Background: an optimization exercise with open tools, aiming at small area. Do not read the settings as production practice.
Only simulation tests tie the RTL to the original design; equivalence was not proved.

==> cedar: inputs <==
## ddr3_controller
module ddr3_controller(
	dout, raddr, fillcount, validout, notfull, ready, ck_pad, ckbar_pad,
	cke_pad, csbar_pad, rasbar_pad, casbar_pad, webar_pad, ba_pad,
	a_pad, dm_pad, odt_pad, resetbar_pad,
	dq_out, dq_oe, dqs_out, dqsbar_out,
	clk, reset, read, cmd, sz, op, din, addr, initddr,
	dq_in, dq_valid
	);
==> module FIFO_IN, before the edit <==
module FIFO_IN (clk, reset, data_in, put, get, data_out, empty, full, fillcount);
input         clk, reset, put, get;
input  [15:0] data_in;
output [15:0] data_out;
output        empty, full;
output [5:0]  fillcount;
reg [15:0] mem [0:31];
reg [15:0] data_out;
reg [5:0]  fillcount;
reg [4:0]  rd_ptr, wr_ptr;
assign full  = fillcount[5];
assign empty = (fillcount == 6'd0);
wire do_put = put & ~full;
wire do_get = get & ~empty;
wire [31:0] rsel = 32'd1 << rd_ptr;
reg [15:0] rdata;
integer i;
always @(*) begin
	rdata = 16'd0;
	for (i = 0; i < 32; i = i + 1)
		rdata = rdata | (mem[i] & {16{rsel[i]}});
end
always @(posedge clk) begin
	if (do_put) mem[wr_ptr] <= data_in;
	if (do_get) data_out <= rdata;
end
always @(posedge clk)
	if (reset) begin
		rd_ptr <= 0;
		wr_ptr <= 0;
		fillcount <= 0;
	end else begin
		if (do_put) wr_ptr <= wr_ptr + 1'b1;
		if (do_get) rd_ptr <= rd_ptr + 1'b1;
		if (do_put & ~do_get) fillcount <= fillcount + 1'b1;
		else if (do_get & ~do_put) fillcount <= fillcount - 1'b1;
	end
endmodule
==> module FIFO_HEAD, before the edit <==
module FIFO_HEAD (clk, reset, data_in, put, get, head, empty, full);
parameter WIDTH = 8;
input              clk, reset, put, get;
input  [WIDTH-1:0] data_in;
output [WIDTH-1:0] head;
output             empty, full;
reg [WIDTH-1:0] mem [0:31];
reg        last_put;    
reg [4:0]  rd_ptr, wr_ptr;
wire   ptr_eq = (rd_ptr == wr_ptr);
assign full  = ptr_eq & last_put;
assign empty = ptr_eq & ~last_put;
wire [31:0] rsel = 32'd1 << rd_ptr;
reg [WIDTH-1:0] head;
integer i;
always @(*) begin
	head = {WIDTH{1'b0}};
	for (i = 0; i < 32; i = i + 1)
		head = head | (mem[i] & {WIDTH{rsel[i]}});
end
wire do_put = put & ~full;
wire do_get = get & ~empty;
always @(posedge clk)
	if (do_put) mem[wr_ptr] <= data_in;
always @(posedge clk)
	if (reset) begin
		rd_ptr <= 0;
		wr_ptr <= 0;
		last_put <= 0;
	end else begin
		if (do_put) wr_ptr <= wr_ptr + 1'b1;
		if (do_get) rd_ptr <= rd_ptr + 1'b1;
		if (do_put != do_get) last_put <= do_put;
	end
endmodule
==> module FIFO_RET, before the edit <==
module FIFO_RET (clk, reset, data_in, put, get, data_out, empty, full);
parameter WIDTH = 42;
input              clk, reset, put, get;
input  [WIDTH-1:0] data_in;
output [WIDTH-1:0] data_out;
output             empty, full;
reg [WIDTH-1:0] mem [0:31];
reg        last_put;    
reg [4:0]  rd_ptr, wr_ptr, last_ptr;
wire   ptr_eq = (rd_ptr == wr_ptr);
assign full  = ptr_eq & last_put;
assign empty = ptr_eq & ~last_put;
wire [31:0] rsel = 32'd1 << last_ptr;
reg [WIDTH-1:0] data_out;
integer i;
always @(*) begin
	data_out = {WIDTH{1'b0}};
	for (i = 0; i < 32; i = i + 1)
		data_out = data_out | (mem[i] & {WIDTH{rsel[i]}});
end
wire do_put = put & ~full;
wire do_get = get & ~empty;
always @(posedge clk)
	if (do_put) mem[wr_ptr] <= data_in;
always @(posedge clk)
	if (do_get) last_ptr <= rd_ptr;
always @(posedge clk)
	if (reset) begin
		rd_ptr <= 0;
		wr_ptr <= 0;
		last_put <= 0;
	end else begin
		if (do_put) wr_ptr <= wr_ptr + 1'b1;
		if (do_get) rd_ptr <= rd_ptr + 1'b1;
		if (do_put != do_get) last_put <= do_put;
	end
endmodule
clock: 15.0 ns
lec_check: 0
cap_margin: 20
core_margin: 2
core_utilization: 60
cts_cluster_diameter: 80
cts_cluster_size: 30
place_density: 0.75
slew_margin: 20
standard.sh (not shown) runs the stock make flow with config.mk's settings and CLKGATE_MAP_FILE= SYNTH_SCRIPT=/design/flow/synth_recipe.tcl, a recipe that flattens the netlist after the stock synthesis.
==> flow/flow/run.sh <==
#!/bin/bash
# Layout flow: the standard ORFS flow (standard.sh) with these changes:
#  - ABC maps the logic with an area-oriented script (flow/abc_speed.script,
#    used in place of ORFS's scripts/abc_speed.script); the rest of the
#    synthesis, and so every register, is as in the standard synthesis;
#  - the port buffers are buf_1 cells (every input and output still gets one);
#  - clock tree synthesis clusters up to 30 sinks within 80 um per leaf buffer
#    and inserts no dummy loads.
set -euo pipefail
here=$(pwd)
rm -rf "$here/orfs_scripts"
cp -r "$FLOW_HOME/scripts" "$here/orfs_scripts"
cp "$here/flow/abc_speed.script" "$here/orfs_scripts/abc_speed.script"
export SCRIPTS_DIR="$here/orfs_scripts"
export BUFFER_PORTS_ARGS="-buffer_cell sky130_fd_sc_hd__buf_1"
export CTS_ARGS="-sink_clustering_enable -repair_clock_nets -sink_clustering_size 30 -sink_clustering_max_diameter 80 -dont_use_dummy_load"
bash standard.sh > standard.log 2>&1
==> flow/flow/abc_speed.script <==
&get -n
&st
&dch
&nf -a
&st
&syn2
&dch
&nf -a
&st
&syn2
&dch
&nf -a
&st
&syn2
&dch
&nf -a
&put
buffer -c
topo
stime -c
upsize -c
dnsize -c
==> yarrow (differences from cedar) <==
--- a/flow/design.v
+++ b/flow/design.v
@@ -1,2 +1,49 @@
+module FIFO_PTRS (clk, reset, put, get, rd_ptr, wr_ptr, wr_ptr_n, empty, full, do_put, do_get);
+input        clk, reset, put, get;
+output [4:0] rd_ptr, wr_ptr;
+output [4:0] wr_ptr_n;    
+output       empty, full, do_put, do_get;
+reg [4:0] rd_ptr, wr_ptr, wr_ptr_n;
+reg       last_put;    
+wire eq = (rd_ptr == wr_ptr);
+assign full  = eq & last_put;
+assign empty = eq & ~last_put;
+assign do_put = put & ~full;
+assign do_get = get & ~empty;
+always @(posedge clk)
+	if (reset) begin
+		rd_ptr <= 0;
+		wr_ptr <= 0;
+		wr_ptr_n <= 5'h1f;
+		last_put <= 0;
+	end else begin
+		if (do_put) begin
+			wr_ptr <= wr_ptr + 1'b1;
+			wr_ptr_n <= wr_ptr_n - 1'b1;
+		end
+		if (do_get) rd_ptr <= rd_ptr + 1'b1;
+		if (do_put != do_get) last_put <= do_put;
+	end
+endmodule
+module FIFO_WSEL (wr_ptr, wr_ptr_n, do_put, we, keep);
+input  [4:0]  wr_ptr, wr_ptr_n;
+input         do_put;
+output [31:0] we, keep;
+assign we   = (32'd1 << wr_ptr) & {32{do_put}};
+assign keep = ~((32'd1 << ~wr_ptr_n) & {32{do_put}});
+endmodule
+module FIFO_READ (sel, mem_flat, dout);
+parameter WIDTH = 8;
+input  [31:0]         sel;
+input  [32*WIDTH-1:0] mem_flat;
+output [WIDTH-1:0]    dout;
+reg    [WIDTH-1:0]    dout;
+integer i;
+always @(*) begin
+	dout = {WIDTH{1'b0}};
+	for (i = 0; i < 32; i = i + 1)
+		dout = dout | (mem_flat[i*WIDTH +: WIDTH] & {WIDTH{sel[i]}});
+end
+endmodule
 module FIFO_IN (clk, reset, data_in, put, get, data_out, empty, full, fillcount);
 input         clk, reset, put, get;
@@ -5,35 +52,26 @@
 output        empty, full;
 output [5:0]  fillcount;
-reg [15:0] mem [0:31];
-reg [15:0] data_out;
-reg [5:0]  fillcount;
-reg [4:0]  rd_ptr, wr_ptr;
-assign full  = fillcount[5];
-assign empty = (fillcount == 6'd0);
-wire do_put = put & ~full;
-wire do_get = get & ~empty;
-wire [31:0] rsel = 32'd1 << rd_ptr;
-reg [15:0] rdata;
-integer i;
-always @(*) begin
-	rdata = 16'd0;
-	for (i = 0; i < 32; i = i + 1)
-		rdata = rdata | (mem[i] & {16{rsel[i]}});
-end
-always @(posedge clk) begin
-	if (do_put) mem[wr_ptr] <= data_in;
+reg  [15:0] mem [0:31];
+reg  [15:0] data_out;
+wire [4:0]  rd_ptr, wr_ptr, wr_ptr_n;
+wire        do_put, do_get;
+FIFO_PTRS ptrs (.clk(clk), .reset(reset), .put(put), .get(get), .rd_ptr(rd_ptr), .wr_ptr(wr_ptr), .wr_ptr_n(wr_ptr_n),
+	.empty(empty), .full(full), .do_put(do_put), .do_get(do_get));
+assign fillcount = {full, wr_ptr - rd_ptr};
+wire [32*16-1:0] flat;
+genvar g;
+generate for (g = 0; g < 32; g = g + 1) begin : fl
+	assign flat[g*16 +: 16] = mem[g];
+end endgenerate
+wire [15:0] rdata;
+FIFO_READ #(.WIDTH(16)) rd (.sel(32'd1 << rd_ptr), .mem_flat(flat), .dout(rdata));
+always @(posedge clk)
 	if (do_get) data_out <= rdata;
-end
+wire [31:0] we, keep;
+FIFO_WSEL ws (.wr_ptr(wr_ptr), .wr_ptr_n(wr_ptr_n), .do_put(do_put), .we(we), .keep(keep));
+integer j;
 always @(posedge clk)
-	if (reset) begin
-		rd_ptr <= 0;
-		wr_ptr <= 0;
-		fillcount <= 0;
-	end else begin
-		if (do_put) wr_ptr <= wr_ptr + 1'b1;
-		if (do_get) rd_ptr <= rd_ptr + 1'b1;
-		if (do_put & ~do_get) fillcount <= fillcount + 1'b1;
-		else if (do_get & ~do_put) fillcount <= fillcount - 1'b1;
-	end
+	for (j = 0; j < 32; j = j + 1)
+		mem[j] <= (mem[j] & {16{keep[j]}}) | (data_in & {16{we[j]}});
 endmodule
 module FIFO_HEAD (clk, reset, data_in, put, get, head, empty, full);
@@ -43,32 +81,21 @@
 output [WIDTH-1:0] head;
 output             empty, full;
-reg [WIDTH-1:0] mem [0:31];
-reg        last_put;    
-reg [4:0]  rd_ptr, wr_ptr;
-wire   ptr_eq = (rd_ptr == wr_ptr);
-assign full  = ptr_eq & last_put;
-assign empty = ptr_eq & ~last_put;
-wire [31:0] rsel = 32'd1 << rd_ptr;
-reg [WIDTH-1:0] head;
-integer i;
-always @(*) begin
-	head = {WIDTH{1'b0}};
-	for (i = 0; i < 32; i = i + 1)
-		head = head | (mem[i] & {WIDTH{rsel[i]}});
-end
-wire do_put = put & ~full;
-wire do_get = get & ~empty;
-always @(posedge clk)
-	if (do_put) mem[wr_ptr] <= data_in;
+reg  [WIDTH-1:0] mem [0:31];
+wire [4:0]  rd_ptr, wr_ptr, wr_ptr_n;
+wire        do_put, do_get;
+FIFO_PTRS ptrs (.clk(clk), .reset(reset), .put(put), .get(get), .rd_ptr(rd_ptr), .wr_ptr(wr_ptr), .wr_ptr_n(wr_ptr_n),
+	.empty(empty), .full(full), .do_put(do_put), .do_get(do_get));
+wire [32*WIDTH-1:0] flat;
+genvar g;
+generate for (g = 0; g < 32; g = g + 1) begin : fl
+	assign flat[g*WIDTH +: WIDTH] = mem[g];
+end endgenerate
+FIFO_READ #(.WIDTH(WIDTH)) rd (.sel(32'd1 << rd_ptr), .mem_flat(flat), .dout(head));
+wire [31:0] we, keep;
+FIFO_WSEL ws (.wr_ptr(wr_ptr), .wr_ptr_n(wr_ptr_n), .do_put(do_put), .we(we), .keep(keep));
+integer j;
 always @(posedge clk)
-	if (reset) begin
-		rd_ptr <= 0;
-		wr_ptr <= 0;
-		last_put <= 0;
-	end else begin
-		if (do_put) wr_ptr <= wr_ptr + 1'b1;
-		if (do_get) rd_ptr <= rd_ptr + 1'b1;
-		if (do_put != do_get) last_put <= do_put;
-	end
+	for (j = 0; j < 32; j = j + 1)
+		mem[j] <= (mem[j] & {WIDTH{keep[j]}}) | (data_in & {WIDTH{we[j]}});
 endmodule
 module FIFO_RET (clk, reset, data_in, put, get, data_out, empty, full);
@@ -78,34 +105,22 @@
 output [WIDTH-1:0] data_out;
 output             empty, full;
-reg [WIDTH-1:0] mem [0:31];
-reg        last_put;    
-reg [4:0]  rd_ptr, wr_ptr, last_ptr;
-wire   ptr_eq = (rd_ptr == wr_ptr);
-assign full  = ptr_eq & last_put;
-assign empty = ptr_eq & ~last_put;
-wire [31:0] rsel = 32'd1 << last_ptr;
-reg [WIDTH-1:0] data_out;
-integer i;
-always @(*) begin
-	data_out = {WIDTH{1'b0}};
-	for (i = 0; i < 32; i = i + 1)
-		data_out = data_out | (mem[i] & {WIDTH{rsel[i]}});
-end
-wire do_put = put & ~full;
-wire do_get = get & ~empty;
+reg  [WIDTH-1:0] mem [0:31];
+wire [4:0]  rd_ptr, wr_ptr, wr_ptr_n;
+wire        do_put, do_get;
+FIFO_PTRS ptrs (.clk(clk), .reset(reset), .put(put), .get(get), .rd_ptr(rd_ptr), .wr_ptr(wr_ptr), .wr_ptr_n(wr_ptr_n),
+	.empty(empty), .full(full), .do_put(do_put), .do_get(do_get));
+wire [32*WIDTH-1:0] flat;
+genvar g;
+generate for (g = 0; g < 32; g = g + 1) begin : fl
+	assign flat[g*WIDTH +: WIDTH] = mem[g];
+end endgenerate
+wire [31:0] sel = 32'd1 << rd_ptr;
+FIFO_READ #(.WIDTH(WIDTH)) rd (.sel({sel[0], sel[31:1]}), .mem_flat(flat), .dout(data_out));
+wire [31:0] we, keep;
+FIFO_WSEL ws (.wr_ptr(wr_ptr), .wr_ptr_n(wr_ptr_n), .do_put(do_put), .we(we), .keep(keep));
+integer j;
 always @(posedge clk)
-	if (do_put) mem[wr_ptr] <= data_in;
-always @(posedge clk)
-	if (do_get) last_ptr <= rd_ptr;
-always @(posedge clk)
-	if (reset) begin
-		rd_ptr <= 0;
-		wr_ptr <= 0;
-		last_put <= 0;
-	end else begin
-		if (do_put) wr_ptr <= wr_ptr + 1'b1;
-		if (do_get) rd_ptr <= rd_ptr + 1'b1;
-		if (do_put != do_get) last_put <= do_put;
-	end
+	for (j = 0; j < 32; j = j + 1)
+		mem[j] <= (mem[j] & {WIDTH{keep[j]}}) | (data_in & {WIDTH{we[j]}});
 endmodule
 module ddr3_init_engine(
==> harbor (differences from cedar) <==
--- a/flow/design.v
+++ b/flow/design.v
@@ -44,9 +44,8 @@
 output             empty, full;
 reg [WIDTH-1:0] mem [0:31];
-reg        last_put;    
+reg [5:0]  count;
 reg [4:0]  rd_ptr, wr_ptr;
-wire   ptr_eq = (rd_ptr == wr_ptr);
-assign full  = ptr_eq & last_put;
-assign empty = ptr_eq & ~last_put;
+assign full  = count[5];
+assign empty = (count == 6'd0);
 wire [31:0] rsel = 32'd1 << rd_ptr;
 reg [WIDTH-1:0] head;
@@ -65,9 +64,10 @@
 		rd_ptr <= 0;
 		wr_ptr <= 0;
-		last_put <= 0;
+		count <= 0;
 	end else begin
 		if (do_put) wr_ptr <= wr_ptr + 1'b1;
 		if (do_get) rd_ptr <= rd_ptr + 1'b1;
-		if (do_put != do_get) last_put <= do_put;
+		if (do_put & ~do_get) count <= count + 1'b1;
+		else if (do_get & ~do_put) count <= count - 1'b1;
 	end
 endmodule
@@ -79,9 +79,8 @@
 output             empty, full;
 reg [WIDTH-1:0] mem [0:31];
-reg        last_put;    
+reg [5:0]  count;
 reg [4:0]  rd_ptr, wr_ptr, last_ptr;
-wire   ptr_eq = (rd_ptr == wr_ptr);
-assign full  = ptr_eq & last_put;
-assign empty = ptr_eq & ~last_put;
+assign full  = count[5];
+assign empty = (count == 6'd0);
 wire [31:0] rsel = 32'd1 << last_ptr;
 reg [WIDTH-1:0] data_out;
@@ -102,9 +101,10 @@
 		rd_ptr <= 0;
 		wr_ptr <= 0;
-		last_put <= 0;
+		count <= 0;
 	end else begin
 		if (do_put) wr_ptr <= wr_ptr + 1'b1;
 		if (do_get) rd_ptr <= rd_ptr + 1'b1;
-		if (do_put != do_get) last_put <= do_put;
+		if (do_put & ~do_get) count <= count + 1'b1;
+		else if (do_get & ~do_put) count <= count - 1'b1;
 	end
 endmodule
==> flow/flow/run.sh (replaced) <==
#!/bin/bash
set -euo pipefail
export BUFFER_PORTS_ARGS="-buffer_cell sky130_fd_sc_hd__buf_1"
export CTS_ARGS="-sink_clustering_enable -repair_clock_nets -sink_clustering_size 30 -sink_clustering_max_diameter 80 -dont_use_dummy_load"
bash standard.sh > standard.log 2>&1
removed: flow/flow/abc_speed.script
==> impl_metrics.tcl <==
set metrics [dict create \
    path_clk_slew_ns 0.10 \
    r2r_cells 9 \
    layout_common_cells "2935 x edfxtp_1, 531 x a222oi_1, 349 x nand2_1, 279 x a22oi_1, 230 x buf_4" \
    outcome "finished clean" \
    p_comb_frac 0.053 \
    startpoint "XPL.R[0]" \
    min-delay-start "XINIT.a8" \
    path_max_fanout 36 \
    dp_cells 8967 \
    gp_congestion 0.878 \
    wl_met1_um 111000 \
    vias_per_cell 7.50 \
    wl_met3_um 54200 \
]
-- figures above: cedar

==> impl_metrics.tcl <==
set metrics [dict create \
    vias_per_cell 7.41 \
    wl_met1_um 115000 \
    outcome "finished clean" \
    p_comb_frac 0.121 \
    min-delay-start "FIFO_RETURN.rd_ptr[4]" \
    gp_congestion 0.892 \
    path_max_fanout 27 \
    startpoint "FIFO_RETURN.last_ptr[0]" \
    wl_met3_um 53100 \
    path_clk_slew_ns 0.09 \
    r2r_cells 8 \
]
-- figures above: harbor

==> impl_metrics.tcl <==
set metrics [dict create \
    outcome "finished clean" \
    startpoint "XPL.R[0]" \
    path_max_fanout 36 \
    gp_congestion 0.907 \
    dp_cells 12300 \
    layout_common_cells "2968 x dfxtp_1, 2836 x a22o_1, 561 x nand2_1, 557 x a222oi_1, 289 x buf_4" \
    p_comb_frac 0.106 \
    vias_per_cell 8.07 \
    path_clk_slew_ns 0.10 \
    wl_met3_um 74700 \
    wl_met1_um 157000 \
]
-- figures above: yarrow

## re-timing with driven ports
In the flow no input, the clock included, has a driving cell. The finished layouts below were timed again as built, in two steps.
Step 1 assumes that a clkbuf_16 drives the clock port and a buf_2 every other input.
Step 2 moves the port delays by t, midway between the first and last clock arrival at a register: inputs arrive t later, outputs are due t later. That takes back most of the time a late clock gives input paths.
Slacks: ideal / step 1 / step 2; pairs: ideal / step 1.
run | t, ns | setup WS [ns] | worst setup path at the end
cedar | 0.876 | 7.218 / 7.142 / 8.018 | register to output
yarrow | 0.938 | 7.078 / 6.986 / 7.924 | register to output
harbor | 0.890 | 7.494 / 7.403 / 8.294 | register to output
After both steps setup and hold are still met in every run listed.
